Source: an optimization exercise on an open RTL-to-GDS flow (aim: small area). Production flows keep margins and buffers that such runs may drop.
The RTL was checked by simulation tests, not by an equivalence proof against the original design. The flow treats the clock pin as an ideal source, which a real chip does not have.

## flow/design.v (module list and top-level ports; edited modules follow where they fit)
// module cordic: 2613 lines
module cordic(input clk,
              input signed [7:0] x_in,
              input signed [7:0] y_in,
              output signed [31:0] r,
              output signed [31:0] phi,
              output signed [31:0] dummy1,
              output signed [31:0] dummy2,
              output signed [31:0] dummy3);
  // ...
==> flow/flow/run.sh <==
#!/bin/bash
set -euo pipefail
export BUFFER_PORTS_ARGS="-buffer_cell sky130_fd_sc_hd__buf_1"
export CTS_ARGS="-sink_clustering_enable -repair_clock_nets -dont_use_dummy_load -buf_list sky130_fd_sc_hd__clkbuf_16 -sink_clustering_size 30 -sink_clustering_max_diameter 110"
bash standard.sh synth > synth_flow.log 2>&1
R=orfs/results/sky130hd/cordic/base
cp "$R/1_2_yosys.v" "$R/1_2_yosys_standard.v"
python3 flow/runflip.py "$R/1_2_yosys_standard.v" "$R/1_2_yosys_flipped.v" > flip.log 2>&1
sleep 1
cp "$R/1_2_yosys_flipped.v" "$R/1_2_yosys.v"
bash standard.sh > standard_flow.log 2>&1
==> flow/flow/flip.py <==
import sys
from nl import Netlist
INV = 'sky130_fd_sc_hd__inv_1'
def is_inv(nl, c): return nl.cells[c][0].startswith('sky130_fd_sc_hd__inv_') or nl.cells[c][0].startswith('sky130_fd_sc_hd__clkinv_')
def count_inv(nl): return sum(1 for c in nl.cells if is_inv(nl, c))

def inv_of(nl, n):
    """existing inverter cell whose input is n"""
    for (c, p) in nl.loads.get(n, []):
        if is_inv(nl, c) and p == 'A': return c
    return None

def flippable(nl, f):
    typ, pm = nl.cells[f]
    for p in ('SUM', 'COUT'):
        n = pm.get(p)
        if n is None: return False
        for c, q in nl.loads.get(n, []):
            if is_inv(nl, c) and nl.cells[c][1]['Y'] in nl.ports_out:
                return False
    return True

def gain(nl, f):
    typ, pm = nl.cells[f]
    if not flippable(nl, f): return -99
    g = 0
    for p in ('A', 'B', 'CIN'):
        n = pm[p]
        d = nl.drv.get(n)
        if d and is_inv(nl, d[0]):
            # can use inverter input; inverter removable if this is its only load
            if len(nl.loads[n]) == 1 and n not in nl.ports_out: g += 1
        else:
            if inv_of(nl, n) is None: g -= 1
    for p in ('SUM', 'COUT'):
        n = pm[p]
        ls = nl.loads.get(n, [])
        invl = [c for c, q in ls if is_inv(nl, c)]
        other = [c for c, q in ls if not is_inv(nl, c)]
        if n in nl.ports_out: other.append('PORT')
        g += len(invl)          # those inverters disappear (their loads take new net)
        if other: g -= 1        # one new inverter for the rest
    return g

def flip(nl, f):
    typ, pm = nl.cells[f]
    if not flippable(nl, f): return
    for p in ('A', 'B', 'CIN'):
        n = pm[p]
        d = nl.drv.get(n)
        if d and is_inv(nl, d[0]):
            src = nl.cells[d[0]][1]['A']
            pm[p] = src
            if len(nl.loads[n]) == 1 and n not in nl.ports_out:
                del nl.cells[d[0]]
        else:
            e = inv_of(nl, n)
            if e is not None:
                pm[p] = nl.cells[e][1]['Y']
            else:
                nn = nl.newnet()
                nl.newcell(INV, {'A': n, 'Y': nn})
                pm[p] = nn
        nl.rebuild()
    for p in ('SUM', 'COUT'):
        n = pm[p]
        ls = list(nl.loads.get(n, []))
        invl = [c for c, q in ls if is_inv(nl, c)]
        other = [(c, q) for c, q in ls if not is_inv(nl, c)]
        newn = nl.newnet()
        pm[p] = newn       # fa now drives ~old value on newn
        # inverter loads: their output nets now driven by ... they computed ~old = new value
        for c in invl:
            y = nl.cells[c][1]['Y']
            # reconnect loads of y to newn ; if y is a port net, keep a buffer-free alias not possible -> keep inverter as buffer? handle: if port, skip
            for (c2, q2) in list(nl.loads.get(y, [])):
                nl.cells[c2][1][q2] = newn
            if y in nl.ports_out:
                raise Exception('port')
            del nl.cells[c]
        if other or n in nl.ports_out:
            nl.newcell(INV, {'A': newn, 'Y': n})   # n keeps its name, now driven by inverter
        nl.rebuild()

def run(nl, maxit=20):
    for it in range(maxit):
        changed = 0
        fas = [c for c in list(nl.cells) if c in nl.cells and nl.cells[c][0].startswith('sky130_fd_sc_hd__fa_')]
        for f in fas:
            if f not in nl.cells: continue
            if gain(nl, f) > 0:
                try:
                    flip(nl, f); changed += 1
                except Exception as e:
                    pass
        print('iter', it, 'flipped', changed, 'inverters', count_inv(nl), file=sys.stderr)
        if not changed: break

if __name__ == '__main__':
    nl = Netlist(open(sys.argv[1]).read())
    print('inverters before', count_inv(nl), file=sys.stderr)
    run(nl)
    open(sys.argv[2], 'w').write(nl.write())

COMP = {'sky130_fd_sc_hd__xor2_1': 'sky130_fd_sc_hd__xnor2_1', 'sky130_fd_sc_hd__xnor2_1': 'sky130_fd_sc_hd__xor2_1',
        'sky130_fd_sc_hd__xor3_1': 'sky130_fd_sc_hd__xnor3_1', 'sky130_fd_sc_hd__xnor3_1': 'sky130_fd_sc_hd__xor3_1'}
XORT = ('sky130_fd_sc_hd__xor2_1', 'sky130_fd_sc_hd__xnor2_1')
OPIN = {'sky130_fd_sc_hd__xor2_1': 'X', 'sky130_fd_sc_hd__xnor2_1': 'Y', 'sky130_fd_sc_hd__xor3_1': 'X', 'sky130_fd_sc_hd__xnor3_1': 'X'}
def swap(nl, c):
    t = nl.cells[c][0]; nt = COMP[t]
    pm = nl.cells[c][1]
    o = pm.pop(OPIN[t])
    pm[OPIN[nt]] = o
    nl.cells[c][0] = nt

def absorb(nl):
    """remove inverters: (a) driver is xor/xnor with the inverter as its only load -> swap driver type;
    (b) inverter whose loads are all xor2/xnor2 inputs -> swap those gates; (c) inv->inv pairs."""
    n_rm = 0
    for c in list(nl.cells):
        if c not in nl.cells or not is_inv(nl, c): continue
        a = nl.cells[c][1]['A']; y = nl.cells[c][1]['Y']
        if y in nl.ports_out or a in nl.ports_in and False: continue
        d = nl.drv.get(a)
        if d and d[0] in nl.cells and nl.cells[d[0]][0] in COMP and len(nl.loads[a]) == 1 and a not in nl.ports_out:
            swap(nl, d[0])
            nl.cells[d[0]][1][OPIN[nl.cells[d[0]][0]]] = y
            del nl.cells[c]; nl.rebuild(); n_rm += 1; continue
        ls = nl.loads.get(y, [])
        if ls and all(nl.cells[l][0] in XORT for l, p in ls) and y not in nl.ports_out:
            for l, p in ls:
                swap(nl, l)
                nl.cells[l][1][p] = a
            del nl.cells[c]; nl.rebuild(); n_rm += 1; continue
        if d and d[0] in nl.cells and is_inv(nl, d[0]) and y not in nl.ports_out:
            src = nl.cells[d[0]][1]['A']
            for l, p in list(ls):
                nl.cells[l][1][p] = src
            del nl.cells[c]
            nl.rebuild()
            if not nl.loads.get(a) and a not in nl.ports_out:
                del nl.cells[d[0]]
            nl.rebuild(); n_rm += 1; continue
    return n_rm

def run2(nl):
    for r in range(5):
        run(nl)
        k = absorb(nl)
        print('absorbed', k, 'inverters', count_inv(nl), file=sys.stderr)
        if k == 0: break

if __name__ == '__main__' and len(sys.argv) > 3:
    pass

def dedupe(nl):
    """merge inverters that share the same input net"""
    k = 0
    for n in list(nl.loads):
        invs = [c for c, p in nl.loads.get(n, []) if c in nl.cells and is_inv(nl, c) and p == 'A']
        if len(invs) < 2: continue
        keep = invs[0]; ky = nl.cells[keep][1]['Y']
        for c in invs[1:]:
            y = nl.cells[c][1]['Y']
            if y in nl.ports_out: continue
            for (c2, q2) in list(nl.loads.get(y, [])):
                nl.cells[c2][1][q2] = ky
            del nl.cells[c]; k += 1
        nl.rebuild()
    return k

def run3(nl, rounds=8, seed=1):
    import random
    rnd = random.Random(seed)
    run2(nl)
    for r in range(rounds):
        fas = sorted(c for c in nl.cells if nl.cells[c][0].startswith('sky130_fd_sc_hd__fa_'))
        rnd.shuffle(fas)
        for f in fas:
            if f in nl.cells and gain(nl, f) == 0 and rnd.random() < 0.5:
                try:
                    flip(nl, f)
                except Exception:
                    pass
        run2(nl)
        print('round', r, 'inverters', count_inv(nl), file=sys.stderr)

def cleanup(nl):
    """(1) remove dead inverters; (2) ha(~a,~b) -> xor2(a,b) + nor2(a,b) when both input inverters
    are present (the inverters stay if they have other loads)."""
    k = 0
    for c in list(nl.cells):
        if c in nl.cells and is_inv(nl, c):
            y = nl.cells[c][1]['Y']
            if not nl.loads.get(y) and y not in nl.ports_out:
                del nl.cells[c]; k += 1
    nl.rebuild()
    for c in list(nl.cells):
        if c not in nl.cells or not nl.cells[c][0].startswith('sky130_fd_sc_hd__ha_1'): continue
        pm = nl.cells[c][1]
        da = nl.drv.get(pm['A']); db = nl.drv.get(pm['B'])
        if not (da and db and is_inv(nl, da[0]) and is_inv(nl, db[0])): continue
        a = nl.cells[da[0]][1]['A']; b = nl.cells[db[0]][1]['A']
        s, co = pm.get('SUM'), pm.get('COUT')
        del nl.cells[c]
        if s is not None:
            nl.newcell('sky130_fd_sc_hd__xor2_1', {'A': a, 'B': b, 'X': s})
        if co is not None:
            nl.newcell('sky130_fd_sc_hd__nor2_1', {'A': a, 'B': b, 'Y': co})
        nl.rebuild()
        for d in (da[0], db[0]):
            if d in nl.cells and not nl.loads.get(nl.cells[d][1]['Y']) and nl.cells[d][1]['Y'] not in nl.ports_out:
                del nl.cells[d]
        nl.rebuild(); k += 1
    return k

def harewrite(nl):
    """re-implement half adders as xor/xnor + a 2-input gate when that absorbs inverters on their
    inputs (sole-load inverters) or outputs (inverters that are the output's only load) and is smaller."""
    AREA = {'ha': 12.512, 'inv': 3.7536, 'x': 8.7584}
    k = 0
    for c in list(nl.cells):
        if c not in nl.cells or not nl.cells[c][0].startswith('sky130_fd_sc_hd__ha_1'): continue
        pm = nl.cells[c][1]
        ins = {}
        rm_inv = []
        for p in ('A', 'B'):
            n = pm[p]; d = nl.drv.get(n)
            if d and is_inv(nl, d[0]) and len(nl.loads[n]) == 1 and n not in nl.ports_out:
                ins[p] = (nl.cells[d[0]][1]['A'], 1); rm_inv.append(d[0])
            else:
                ins[p] = (n, 0)
        outs = {}
        for p in ('SUM', 'COUT'):
            n = pm.get(p)
            if n is None or (not nl.loads.get(n) and n not in nl.ports_out):
                outs[p] = None; continue
            ls = nl.loads.get(n, [])
            if len(ls) == 1 and is_inv(nl, ls[0][0]) and n not in nl.ports_out:
                outs[p] = (nl.cells[ls[0][0]][1]['Y'], 1); rm_inv.append(ls[0][0])
            else:
                outs[p] = (n, 0)
        (a, pa), (b, pb) = ins['A'], ins['B']
        new = []
        cost = 0.0
        if outs['SUM'] is not None:
            sn, qs = outs['SUM']
            if (pa ^ pb ^ qs) == 0:
                new.append(('sky130_fd_sc_hd__xor2_1', {'A': a, 'B': b, 'X': sn}))
            else:
                new.append(('sky130_fd_sc_hd__xnor2_1', {'A': a, 'B': b, 'Y': sn}))
            cost += 8.7584
        if outs['COUT'] is not None:
            cn, qc = outs['COUT']
            key = (pa, pb, qc)
            tab = {(0, 0, 0): ('sky130_fd_sc_hd__and2_1', {'A': a, 'B': b, 'X': cn}, 6.256),
                   (0, 0, 1): ('sky130_fd_sc_hd__nand2_1', {'A': a, 'B': b, 'Y': cn}, 3.7536),
                   (1, 0, 0): ('sky130_fd_sc_hd__nor2b_1', {'A': a, 'B_N': b, 'Y': cn}, 6.256),
                   (0, 1, 0): ('sky130_fd_sc_hd__nor2b_1', {'A': b, 'B_N': a, 'Y': cn}, 6.256),
                   (1, 0, 1): ('sky130_fd_sc_hd__nand2b_1', {'A_N': a, 'B': b, 'Y': cn}, 6.256),
                   (0, 1, 1): ('sky130_fd_sc_hd__nand2b_1', {'A_N': b, 'B': a, 'Y': cn}, 6.256),
                   (1, 1, 0): ('sky130_fd_sc_hd__nor2_1', {'A': a, 'B': b, 'Y': cn}, 3.7536),
                   (1, 1, 1): ('sky130_fd_sc_hd__or2_1', {'A': a, 'B': b, 'X': cn}, 6.256)}
            t, pmn, ar = tab[key]
            new.append((t, pmn)); cost += ar
        old = AREA['ha'] + AREA['inv'] * len(rm_inv)
        if cost + 0.01 >= old:
            continue
        del nl.cells[c]
        for i in rm_inv:
            if i in nl.cells: del nl.cells[i]
        for t, pmn in new:
            nl.newcell(t, pmn)
        nl.rebuild(); k += 1
    return k
==> flow/flow/nl.py <==
import re, sys
from collections import defaultdict

OUTPINS = {'X', 'Y', 'Q', 'SUM', 'COUT', 'HI', 'LO'}

class Netlist:
    def __init__(self, text):
        self.text = text
        m = re.search(r'module\s+(\w+)\s*\((.*?)\);', text, re.S)
        self.modname = m.group(1)
        self.header_end = m.end()
        body = text[m.end():text.rindex('endmodule')]
        self.decls = []
        self.cells = {}   # name -> [type, {pin: net}]
        self.order = []
        # declarations
        for d in re.finditer(r'^\s*(input|output|wire)\s+(\[\d+:\d+\]\s*)?([^;]+);', body, re.M):
            self.decls.append((d.group(1), (d.group(2) or '').strip(), d.group(3).strip()))
        for c in re.finditer(r'(sky130_fd_sc_hd__\w+)\s+(\S+)\s*\((.*?)\);', body, re.S):
            typ, name, pins = c.group(1), c.group(2), c.group(3)
            pm = {}
            for p, n in re.findall(r'\.(\w+)\(([^()]*)\)', pins):
                pm[p] = n.strip()
            self.cells[name] = [typ, pm]
            self.order.append(name)
        self.assigns = re.findall(r'^\s*assign\s+(.*?);', body, re.M)
        self.nid = 0
        self.ports_in = set(); self.ports_out = set()
        for kind, rng, names in self.decls:
            if kind in ('input', 'output'):
                for nm in names.split(','):
                    nm = nm.strip()
                    if rng:
                        hi, lo = map(int, re.findall(r'\d+', rng))
                        for i in range(lo, hi + 1):
                            (self.ports_in if kind == 'input' else self.ports_out).add('%s[%d]' % (nm, i))
                    else:
                        (self.ports_in if kind == 'input' else self.ports_out).add(nm)
        self.rebuild()

    def rebuild(self):
        self.drv = {}; self.loads = defaultdict(list)
        for name, (typ, pm) in self.cells.items():
            for p, n in pm.items():
                if p in OUTPINS: self.drv[n] = (name, p)
                else: self.loads[n].append((name, p))

    def newnet(self):
        self.nid += 1
        n = '_nopt%d_' % self.nid
        self.decls.append(('wire', '', n))
        return n

    def newcell(self, typ, pm):
        self.nid += 1
        name = '_noptc%d_' % self.nid
        self.cells[name] = [typ, pm]
        self.order.append(name)
        return name

    def write(self):
        out = [self.text[:self.header_end], '']
        for kind, rng, names in self.decls:
            out.append('  %s %s%s;' % (kind, (rng + ' ') if rng else '', names))
        for a in self.assigns:
            out.append('  assign %s;' % a)
        for name in self.order:
            if name not in self.cells: continue
            typ, pm = self.cells[name]
            out.append('  %s %s (' % (typ, name))
            out.append(',\n'.join('    .%s(%s)' % (p, n) for p, n in pm.items()))
            out.append('  );')
        out.append('endmodule')
        return '\n'.join(out) + '\n'
==> flow/flow/runflip.py <==
import sys, os
sys.path.insert(0, os.path.dirname(os.path.abspath(__file__)))
import flip
from nl import Netlist

def sane(nl, regs0):
    nl.rebuild()
    drivers = {}
    for name, (typ, pm) in nl.cells.items():
        for p, n in pm.items():
            if p in ('X', 'Y', 'Q', 'SUM', 'COUT', 'HI', 'LO'):
                if n in drivers: return 'net %s has two drivers' % n
                drivers[n] = name
    for n in nl.ports_out:
        if n not in drivers and n not in nl.ports_in: return 'output %s undriven' % n
    for n, ls in nl.loads.items():
        if ls and n not in drivers and n not in nl.ports_in and n not in ("1'b0", "1'b1"):
            return 'net %s has loads but no driver' % n
    regs = {c: t for c, (t, pm) in nl.cells.items() if 'dfxtp' in t}
    if regs != regs0: return 'registers changed'
    return None

src = open(sys.argv[1]).read()
nl = Netlist(src)
regs0 = {c: t for c, (t, pm) in nl.cells.items() if 'dfxtp' in t}
err = sane(nl, regs0)
if err:
    print('input netlist not handled (%s); left unchanged' % err)
    open(sys.argv[2], 'w').write(src); sys.exit(0)
b = flip.count_inv(nl)
flip.run3(nl)
print("cleanup", flip.cleanup(nl), file=sys.stderr)
print("ha rewrite", flip.harewrite(nl), file=sys.stderr)
flip.run2(nl)
print("cleanup", flip.cleanup(nl), "ha rewrite", flip.harewrite(nl), file=sys.stderr)
err = sane(nl, regs0)
if err:
    print('check failed (%s); netlist left unchanged' % err)
    open(sys.argv[2], 'w').write(src); sys.exit(0)
print('inverters %d -> %d' % (b, flip.count_inv(nl)))
open(sys.argv[2], 'w').write(nl.write())
==> flow/standard.sh <==
#!/bin/bash
# synth_recipe.tcl (not shown) runs the flow's synth.tcl, then flattens the netlist and writes it again
# the make line also repeats each setting of config.mk as NAME=value (left out here)
make -C /OpenROAD-flow-scripts/flow DESIGN_CONFIG=/design/flow/config.mk WORK_HOME=/design/flow/orfs CLKGATE_MAP_FILE= SYNTH_SCRIPT=/design/flow/synth_recipe.tcl "${@:-finish}"
==> flow/config.mk <==
export PLATFORM = sky130hd
export DESIGN_NAME = cordic
export DESIGN_NICKNAME = cordic
export VERILOG_FILES = /design/flow/design.v
export SDC_FILE = /design/flow/constraint.sdc
export NUM_CORES = 4
export LEC_CHECK = 0
export CAP_MARGIN = 20
export CORE_MARGIN = 2
export CORE_UTILIZATION = 40
export CTS_BUF_LIST = sky130_fd_sc_hd__clkbuf_16
export CTS_CLUSTER_DIAMETER = 80
export CTS_CLUSTER_SIZE = 30
export SLEW_MARGIN = 20
==> flow/constraint.sdc <==
create_clock -name core_clock -period 10.0 [get_ports {clk}]
set_input_delay 2.0000 -clock core_clock [delete_from_list [all_inputs] [get_ports {clk}]]
set_output_delay 2.0000 -clock core_clock [all_outputs]
set_load 0.01 [all_outputs]
==> reports/qor.yml, run 1 <==
place:
  io_buffers: 153
  placedInstanceArea_um2: 30410
  dpl_worst_slack_ns: 0.1440
  routabilityCongestion: 0.8830
synth:
  synthCells: 2127
  post_synth.cell_area_avg_um2: 13.93
  synthesis.area_um2: 29620
timing:
  setup-violations-final: 0
  grt_setup_unrepaired: "no"
  tightest_slew_ns: 0.7353
  finalWorstSetupSlack_ns: 0.3839
  fin_crit_ns: 9.616
route:
  dr.pass1.iters: 4
  drc: 0
  finalWirelength_mm: 51.61
  dr.first_iter.drc_count: 372
worst_setup_path:
  timing.critical_path.arrival_ns: 7.62
  cp_data_required_time_ns: 8.00
  timing.critical_path.max_delay_family: "adder cells"
  worstPathCellList: "nand2_1 > inv_1 > fa_1 > fa_1 > fa_1 > fa_1 > fa_1 > fa_1 > fa_1 > fa_1 > fa_1 > fa_1 > fa_1 > fa_1 > fa_1 > fa_1 > xor2_1 > xnor2_2 > buf_4 > buf_1"
  rr_endpoint: "n1645_r14$_DFF_P_"
  path_max_fanout: 11
  timing.reg2reg.worst_path_depth: 25
  regToRegSetupSlack_ns: 0.39
layout:
  area_growth_pct: 4.913
  nonClockInverterCount: 179
  number_of_flip_flops_and_latches: 626
  buffer_area_share_pct: 2.355
  finish.net_count: 2745
  fillerInstances: 6771
clock_tree:
  cts.repair_timing.setup_buffer_count: 0
  tritoncts_clock_tree: "yes"
  clk-insertion-delay-late_ns: 0.60
  cts-hold-fix-buffers: 0
job:
  timing.max_cap.violations: 0
die:
  fp-row-count: 99
  pin_count: 177
grt:
  largest_net_degree_at_the_start_of_global_routing: 31
  antenna_found_initial: 1
worst_hold_path:
  min-delay-start: "n926_r11$_DFF_P_"
outcome:
  run_status: "no timing/DRC/antenna violations"
==> inputs of run 2 (changes only) <==
--- a/flow/design.v
+++ b/flow/design.v
@@ -1941,30 +1941,30 @@
     assign n2458 = (n40_r17 & n239_r17) | (n40_r17 & n2455) | (n239_r17 & n2455);
     assign n2460 = n40_r17 ^ n149_r17 ^ n2458;
     assign n2461 = (n40_r17 & n149_r17) | (n40_r17 & n2458) | (n149_r17 & n2458);
     assign n2462 = ~n2461;
     assign n2463 = n9_r17 & n40_r17;
     assign n2464 = n9_r17 & n2266_r17;
     assign n2465 = n9_r17 ^ n2422_r17;
     assign n2466 = n9_r17 & n2422_r17;
-    assign n2468 = (~n2425_r17) ^ n2463 ^ n2466;
-    assign n2469 = ((~n2425_r17) & n2463) | ((~n2425_r17) & n2466) | (n2463 & n2466);
-    assign n2471 = (~n2428_r17) ^ n2464 ^ n2469;
-    assign n2472 = ((~n2428_r17) & n2464) | ((~n2428_r17) & n2469) | (n2464 & n2469);
-    assign n2474 = (~n2431_r17) ^ n2464 ^ n2472;
-    assign n2475 = ((~n2431_r17) & n2464) | ((~n2431_r17) & n2472) | (n2464 & n2472);
-    assign n2477 = (~n2434_r17) ^ n2464 ^ n2475;
-    assign n2478 = ((~n2434_r17) & n2464) | ((~n2434_r17) & n2475) | (n2464 & n2475);
-    assign n2480 = (~n2437_r17) ^ n2463 ^ n2478;
-    assign n2481 = ((~n2437_r17) & n2463) | ((~n2437_r17) & n2478) | (n2463 & n2478);
+    assign n2468 = n2425_r17 ^ n2463 ^ n2466;
+    assign n2469 = (n2425_r17 & n2463) | (n2425_r17 & n2466) | (n2463 & n2466);
+    assign n2471 = n2428_r17 ^ n2464 ^ n2469;
+    assign n2472 = (n2428_r17 & n2464) | (n2428_r17 & n2469) | (n2464 & n2469);
+    assign n2474 = n2431_r17 ^ n2464 ^ n2472;
+    assign n2475 = (n2431_r17 & n2464) | (n2431_r17 & n2472) | (n2464 & n2472);
+    assign n2477 = n2434_r17 ^ n2464 ^ n2475;
+    assign n2478 = (n2434_r17 & n2464) | (n2434_r17 & n2475) | (n2464 & n2475);
+    assign n2480 = n2437_r17 ^ n2463 ^ n2478;
+    assign n2481 = (n2437_r17 & n2463) | (n2437_r17 & n2478) | (n2463 & n2478);
     assign n2483 = n2439_r17 ^ n2464 ^ n2481;
     assign n2484 = (n2439_r17 & n2464) | (n2439_r17 & n2481) | (n2464 & n2481);
-    assign n2486 = (~n2442_r17) ^ n2464 ^ n2484;
-    assign n2487 = ((~n2442_r17) & n2464) | ((~n2442_r17) & n2484) | (n2464 & n2484);
+    assign n2486 = n2442_r17 ^ n2464 ^ n2484;
+    assign n2487 = (n2442_r17 & n2464) | (n2442_r17 & n2484) | (n2464 & n2484);
     assign n2489 = n2445 ^ n2464 ^ n2487;
     assign n2490 = (n2445 & n2464) | (n2445 & n2487) | (n2464 & n2487);
     assign n2492 = n2448 ^ n2463 ^ n2490;
     assign n2493 = (n2448 & n2463) | (n2448 & n2490) | (n2463 & n2490);
     assign n2495 = n2451 ^ n2464 ^ n2493;
     assign n2496 = (n2451 & n2464) | (n2451 & n2493) | (n2464 & n2493);
     assign n2498 = n2454 ^ n2464 ^ n2496;
     assign n2499 = (n2454 & n2464) | (n2454 & n2496) | (n2464 & n2496);
@@ -2539,24 +2539,24 @@
         n1894_r16 <= n1894;
         n1896_r16 <= n1896;
         n1898_r16 <= n1898;
         n1900_r16 <= n1900;
         n1902_r16 <= n1902;
         n1904_r16 <= n1904;
         n1906_r16 <= n1906;
         n1915_r16 <= n1915;
-        n1990_r17 <= ~n1990;
-        n1993_r17 <= ~n1993;
-        n1996_r17 <= ~n1996;
-        n1999_r17 <= ~n1999;
-        n2002_r17 <= ~n2002;
-        n2005_r17 <= ~n2005;
-        n2008_r17 <= ~n2008;
-        n2011_r17 <= ~n2011;
+        n1990_r17 <= n1990;
+        n1993_r17 <= n1993;
+        n1996_r17 <= n1996;
+        n1999_r17 <= n1999;
+        n2002_r17 <= n2002;
+        n2005_r17 <= n2005;
+        n2008_r17 <= n2008;
+        n2011_r17 <= n2011;
         n2013_r17 <= n2013;
         n2015_r17 <= n2015;
         n2017_r17 <= n2017;
         n2019_r17 <= n2019;
         n2021_r17 <= n2021;
         n2023_r17 <= n2023;
         n2025_r17 <= n2025;
         n2036_r17 <= n2036;
@@ -2576,38 +2576,38 @@
         n2064_r17 <= n2064;
         n2075_r17 <= n2075;
         n2076_r17 <= n2076;
         n2077_r17 <= n2077;
         n2084_r17 <= ~n2084;
         n2103_r17 <= n2103;
         n2154_r17 <= n2154;
         n2194_r17 <= n2194;
-        n2198_r17 <= ~n2198;
-        n2201_r17 <= ~n2201;
-        n2204_r17 <= ~n2204;
-        n2207_r17 <= ~n2207;
-        n2210_r17 <= ~n2210;
+        n2198_r17 <= n2198;
+        n2201_r17 <= n2201;
+        n2204_r17 <= n2204;
+        n2207_r17 <= n2207;
+        n2210_r17 <= n2210;
         n2211_r17 <= n2211;
         n2266_r17 <= n2266;
         n2323_r17 <= n2323;
-        n2328_r17 <= ~n2328;
-        n2370_r17 <= ~n2370;
+        n2328_r17 <= n2328;
+        n2370_r17 <= n2370;
         n2395_r17 <= n2395;
         n2414_r17 <= n2414;
         n2416_r17 <= n2416;
-        n2420_r17 <= ~n2420;
+        n2420_r17 <= n2420;
         n2422_r17 <= n2422;
-        n2425_r17 <= ~n2425;
-        n2428_r17 <= ~n2428;
-        n2431_r17 <= ~n2431;
-        n2434_r17 <= ~n2434;
-        n2437_r17 <= ~n2437;
+        n2425_r17 <= n2425;
+        n2428_r17 <= n2428;
+        n2431_r17 <= n2431;
+        n2434_r17 <= n2434;
+        n2437_r17 <= n2437;
         n2439_r17 <= n2439;
-        n2442_r17 <= ~n2442;
+        n2442_r17 <= n2442;
         n2443_r17 <= n2443;
     end
     assign dummy1 = {1'b0, 1'b0, 1'b0, 1'b0, 1'b0, 1'b0, 1'b0, 1'b0, 1'b0, 1'b0, n2065, n2062_r17, n2060_r17, n2058_r17, n2056_r17, n2054_r17, n2052_r17, n2050_r17, n2048_r17, n2046_r17, n2044_r17, n2042_r17, n2040_r17, n2038_r17, n2036_r17, n2025_r17, n2023_r17, n2021_r17, n2019_r17, n2017_r17, n2015_r17, n2013_r17};
-    assign dummy2 = {(~n2011_r17), (~n2011_r17), (~n2011_r17), (~n2011_r17), (~n2011_r17), (~n2011_r17), (~n2011_r17), (~n2011_r17), (~n2011_r17), (~n2011_r17), (~n2011_r17), (~n2011_r17), (~n2011_r17), (~n2011_r17), (~n2011_r17), (~n2011_r17), (~n2011_r17), (~n2011_r17), (~n2011_r17), (~n2011_r17), (~n2011_r17), (~n2011_r17), (~n2011_r17), (~n2011_r17), (~n2011_r17), (~n2008_r17), (~n2005_r17), (~n2002_r17), (~n1999_r17), (~n1996_r17), (~n1993_r17), (~n1990_r17)};
-    assign r = {1'b0, 1'b0, 1'b0, 1'b0, 1'b0, 1'b0, 1'b0, 1'b0, 1'b0, 1'b0, 1'b0, n2251, n2249, n2246, n2243, n2240, n2237, n2234, n2231, n2228, n2225, n2222, n2219, n2216, n2213, (~n2210_r17), (~n2207_r17), (~n2204_r17), (~n2201_r17), (~n2198_r17), n2195, n2192};
-    assign dummy3 = {n2462, n2462, n2462, n2462, n2462, n2462, n2462, n2462, n2462, n2462, n2462, n2462, n2460, n2457, n2454, n2451, n2448, n2445, (~n2442_r17), n2439_r17, (~n2437_r17), (~n2434_r17), (~n2431_r17), (~n2428_r17), (~n2425_r17), n2422_r17, (~n2420_r17), n2417, n2414_r17, (~n2370_r17), (~n2328_r17), 1'b0};
-    assign phi = {n2510, n2510, n2510, n2510, n2510, n2510, n2510, n2510, n2510, n2510, n2510, n2507, n2504, n2501, n2498, n2495, n2492, n2489, n2486, n2483, n2480, n2477, n2474, n2471, n2468, n2465, (~n2420_r17), n2417, n2414_r17, (~n2370_r17), (~n2328_r17), 1'b0};
+    assign dummy2 = {n2011_r17, n2011_r17, n2011_r17, n2011_r17, n2011_r17, n2011_r17, n2011_r17, n2011_r17, n2011_r17, n2011_r17, n2011_r17, n2011_r17, n2011_r17, n2011_r17, n2011_r17, n2011_r17, n2011_r17, n2011_r17, n2011_r17, n2011_r17, n2011_r17, n2011_r17, n2011_r17, n2011_r17, n2011_r17, n2008_r17, n2005_r17, n2002_r17, n1999_r17, n1996_r17, n1993_r17, n1990_r17};
+    assign r = {1'b0, 1'b0, 1'b0, 1'b0, 1'b0, 1'b0, 1'b0, 1'b0, 1'b0, 1'b0, 1'b0, n2251, n2249, n2246, n2243, n2240, n2237, n2234, n2231, n2228, n2225, n2222, n2219, n2216, n2213, n2210_r17, n2207_r17, n2204_r17, n2201_r17, n2198_r17, n2195, n2192};
+    assign dummy3 = {n2462, n2462, n2462, n2462, n2462, n2462, n2462, n2462, n2462, n2462, n2462, n2462, n2460, n2457, n2454, n2451, n2448, n2445, n2442_r17, n2439_r17, n2437_r17, n2434_r17, n2431_r17, n2428_r17, n2425_r17, n2422_r17, n2420_r17, n2417, n2414_r17, n2370_r17, n2328_r17, 1'b0};
+    assign phi = {n2510, n2510, n2510, n2510, n2510, n2510, n2510, n2510, n2510, n2510, n2510, n2507, n2504, n2501, n2498, n2495, n2492, n2489, n2486, n2483, n2480, n2477, n2474, n2471, n2468, n2465, n2420_r17, n2417, n2414_r17, n2370_r17, n2328_r17, 1'b0};
 endmodule
==> run 2 against run 1 <==
Against the previous run: die area rose by 0.21%; highest routed layer unchanged; still clean; cell count down 0.73%; clock skew shrank 0.00089 ns; setup slack lost 0.032 ns; worst hold slack lost 0.0066 ns; routed wire length shrank 3.5%; critical path depth did not move.
==> reports/qor.yml, run 2 <==
layout:
  final_common_cell: "sky130_fd_sc_hd__dfxtp_1"
  finish.net_count: 2719  # -0.95%
  drive_above_1_share_pct: 3.719
  final-instance-count-excl-fill: 3110
  stdcell_area_um2: 30960
  area_growth_pct: 4.291
  fillerInstances: 6744  # -0.40%
  num_antenna_cells: 0
  mostFrequentLayoutCells: "sky130_fd_sc_hd__dfxtp_1, sky130_fd_sc_hd__fa_1, sky130_fd_sc_hd__xnor2_1, sky130_fd_sc_hd__xor2_1, sky130_fd_sc_hd__inv_1"
job:
  timing.max_cap.violations: 0  # unchanged
worst_hold_path:
  timing.hold.worst.class: "register to register"
  min-delay-start: "n333_r9$_DFF_P_"
  hold_path_depth: 0
  hold_path_end: "n333_r10$_DFF_P_"
clock_tree:
  clk-insertion-delay-late_ns: 0.59  # about the same
  cts_sinks: 626
  cts.path.max_buffers: 3
  htree_levels: 1
  numCtsBuffers: 25
  tritoncts_clock_tree: "yes"
  clock-root-buffer: "sky130_fd_sc_hd__clkbuf_16"
  clk_pin_slew_ns: 0.11
route:
  via_per_inst: 4.314
  drc: 0  # unchanged
  vias: 13420
  postRouteAntennaNets: 0
  wire_per_inst_um: 16.02
  dr.pass1.iters: 4  # unchanged
  finalWirelength_mm: 49.82  # -3.5%
  dr.first_iter.drc_count: 487  # +31%
timing:
  timing.max_slew.rel_slack_pct: 49.90
  finalWorstSetupSlack_ns: 0.3514  # -0.03246 ns
  fin_setup_tns_ns: 0
  setup-violations-final: 0  # unchanged
  final-max-slew-violation-count: 0
  fin_crit_ns: 9.649  # +0.03246 ns
  timing.clock.skew_ns: 0.05410
  final_hold_viol_count: 0
  max_freq_mhz: 103.6
  final_period_utilization_pct: 96.49
  tightest_slew_ns: 0.7504  # +0.01516 ns
worst_setup_path:
  worst_setup_path_end_kind: "output pin"
  timing.critical_path.arrival_ns: 7.65  # +0.03 ns
  rr_endpoint: "n1645_r14$_DFF_P_"
  path_max_fanout: 11  # unchanged
  timing.reg2reg.worst_path_depth: 26  # +4.0%
  r2r-start: "n1499_r13$_DFF_P_"
  cp_data_required_time_ns: 8.00  # about the same
  regToRegSetupSlack_ns: 0.42  # +0.03 ns
  critPathLaunchType: "register"
  criticalPathCategory: "register to output pin"
die:
  pin_count: 177  # unchanged
  fp.coreArea_um2: 73210
  starting_density_pct: 40.55
  die_height_um: 276.4
  fp-row-count: 99  # unchanged
  die_w_um: 276.4
  die_area_um2: 76410
place:
  io_buffers: 153  # unchanged
  placedInstanceArea_um2: 30280  # -0.42%
  dpl.hpwl_mm: 42.52
  routabilityCongestion: 0.8360  # -5.3%
  dpl_worst_slack_ns: 0.2392  # +0.09512 ns
  dpl.cell_count: 3084
synth:
  synthesis.area_um2: 29680  # +0.22%
  synthCells: 2128  # +0.047%
  yosysWarningCount: 1
  post_synth.cell_area_avg_um2: 13.95  # +0.17%
grt:
  grt_pass1_wl_mm: 83.28
  largest_net_degree_at_the_start_of_global_routing: 31  # unchanged
  gr-total-overflow: 0
  antenna_found_initial: 0  # -1
  grt.total_usage_pct: 13.57
  via_count_of_the_first_global_routing_pass: 15580
outcome:
  run_status: "no timing/DRC/antenna violations"
==> run 2: repair_timing <==
| item | in CTS | in global routing |
|---|---|---|
| hold buffers | 0 | 0 |
| resized for setup | 1 | 11 |
| pin swaps | 0 | 2 |
| endpoints found under the setup margin | 4 | 16 |
| buffers inserted | 0 | 1 |
==> run 2: area by class of cell <==
cell class                      count  area (um2)  area share [%]
Clock buffer                       25       625.6           2.021
Inverter                          157       589.3           1.904
Multi-Input combinational cell   1172       15300           49.41
Sequential cell                   626       12540           40.50
Tap cell                          959        1200           3.876
Timing Repair Buffer              171       709.4           2.292
==> run 2: through the flow <==
| stage | utilization (%) | hold WS (ns) |
|---|---|---|
| after floorplan | - | 0.3096 |
| after global placement | 41.37 | 0.3099 |
| after detailed placement | 41.37 | 0.3121 |
| after CTS | 42.23 | 0.2920 |
| after global routing | 42.29 | 0.2883 |
| final | 42.29 | 0.3009 |
==> run 2: routing by layer <==
| metal | up-vias | global-route usage (%) | part of all wire (%) |
|---|---|---|---|
| met3 | 57 | 1.648 | 2.8 |
| li1 | 6359 | - | - |
| met1 | 6809 | 17.25 | 44 |
| met5 | - | 0 | 0 |
| met2 | 193 | 24.51 | 51 |
| met4 | 0 | 3.279 | 2.3 |
==> run 2: worst max-delay path by stage <==
stage	start	endpoint	cells after the start
final	n40_r17$_DFF_P_	phi[25]	20
after global routing	n40_r17$_DFF_P_	phi[25]	20
after CTS	n40_r17$_DFF_P_	phi[25]	19
after detailed placement	n1890_r16$_DFF_P_	n2210_r17$_DFF_P_	32
after global placement	n1890_r16$_DFF_P_	n2210_r17$_DFF_P_	32
after floorplan	n1777_r15$_DFF_P_	n1915_r16$_DFF_P_	28
==> run 2: critical path: stages, from the launching register on <==
cell	delay (ns)
sky130_fd_sc_hd__dfxtp_1	0.42
sky130_fd_sc_hd__nand2_1	0.16
sky130_fd_sc_hd__inv_1	0.16
sky130_fd_sc_hd__fa_1	0.44
sky130_fd_sc_hd__fa_1	0.40
sky130_fd_sc_hd__fa_1	0.39
sky130_fd_sc_hd__fa_1	0.39
sky130_fd_sc_hd__fa_1	0.39
sky130_fd_sc_hd__fa_1	0.39
sky130_fd_sc_hd__fa_1	0.40
sky130_fd_sc_hd__fa_1	0.39
sky130_fd_sc_hd__fa_1	0.40
sky130_fd_sc_hd__fa_1	0.40
sky130_fd_sc_hd__fa_1	0.42
sky130_fd_sc_hd__fa_1	0.39
sky130_fd_sc_hd__fa_1	0.38
sky130_fd_sc_hd__fa_1	0.38
sky130_fd_sc_hd__xor2_1	0.26
sky130_fd_sc_hd__xnor2_2	0.14
sky130_fd_sc_hd__buf_4	0.19
sky130_fd_sc_hd__buf_1	0.18

==> port drivers added, routing unchanged <==
No port has a modelled driver above. Below, the same layouts with a new extraction and two added sets of constraints. Step 1, drivers: a clkbuf_16 drives clk and a buf_2 each remaining input, both assumed. Step 2 times the ports against the registers' clock, not the clock port: input delays grow and output delays shrink by t, the midpoint of the rising clock arrivals with the driver on. Slacks: no drivers / after step 1 / after step 2; pairs: no drivers / after step 1.
| run | shift t [ns] | slack for setup (ns) | worst hold slack (ns) | worst slew at a driven data input, ns | pins driven straight from the clock port |
|---|---|---|---|---|---|
| run 1 | 0.628 | 0.384 / 0.325 / 0.393 | 0.307 / 0.307 / 0.307 | 0.05 | 1 |
| run 2 | 0.632 | 0.351 / 0.287 / 0.419 | 0.301 / 0.301 / 0.301 | 0.03 | 1 |
After both steps every run listed still meets setup and hold.
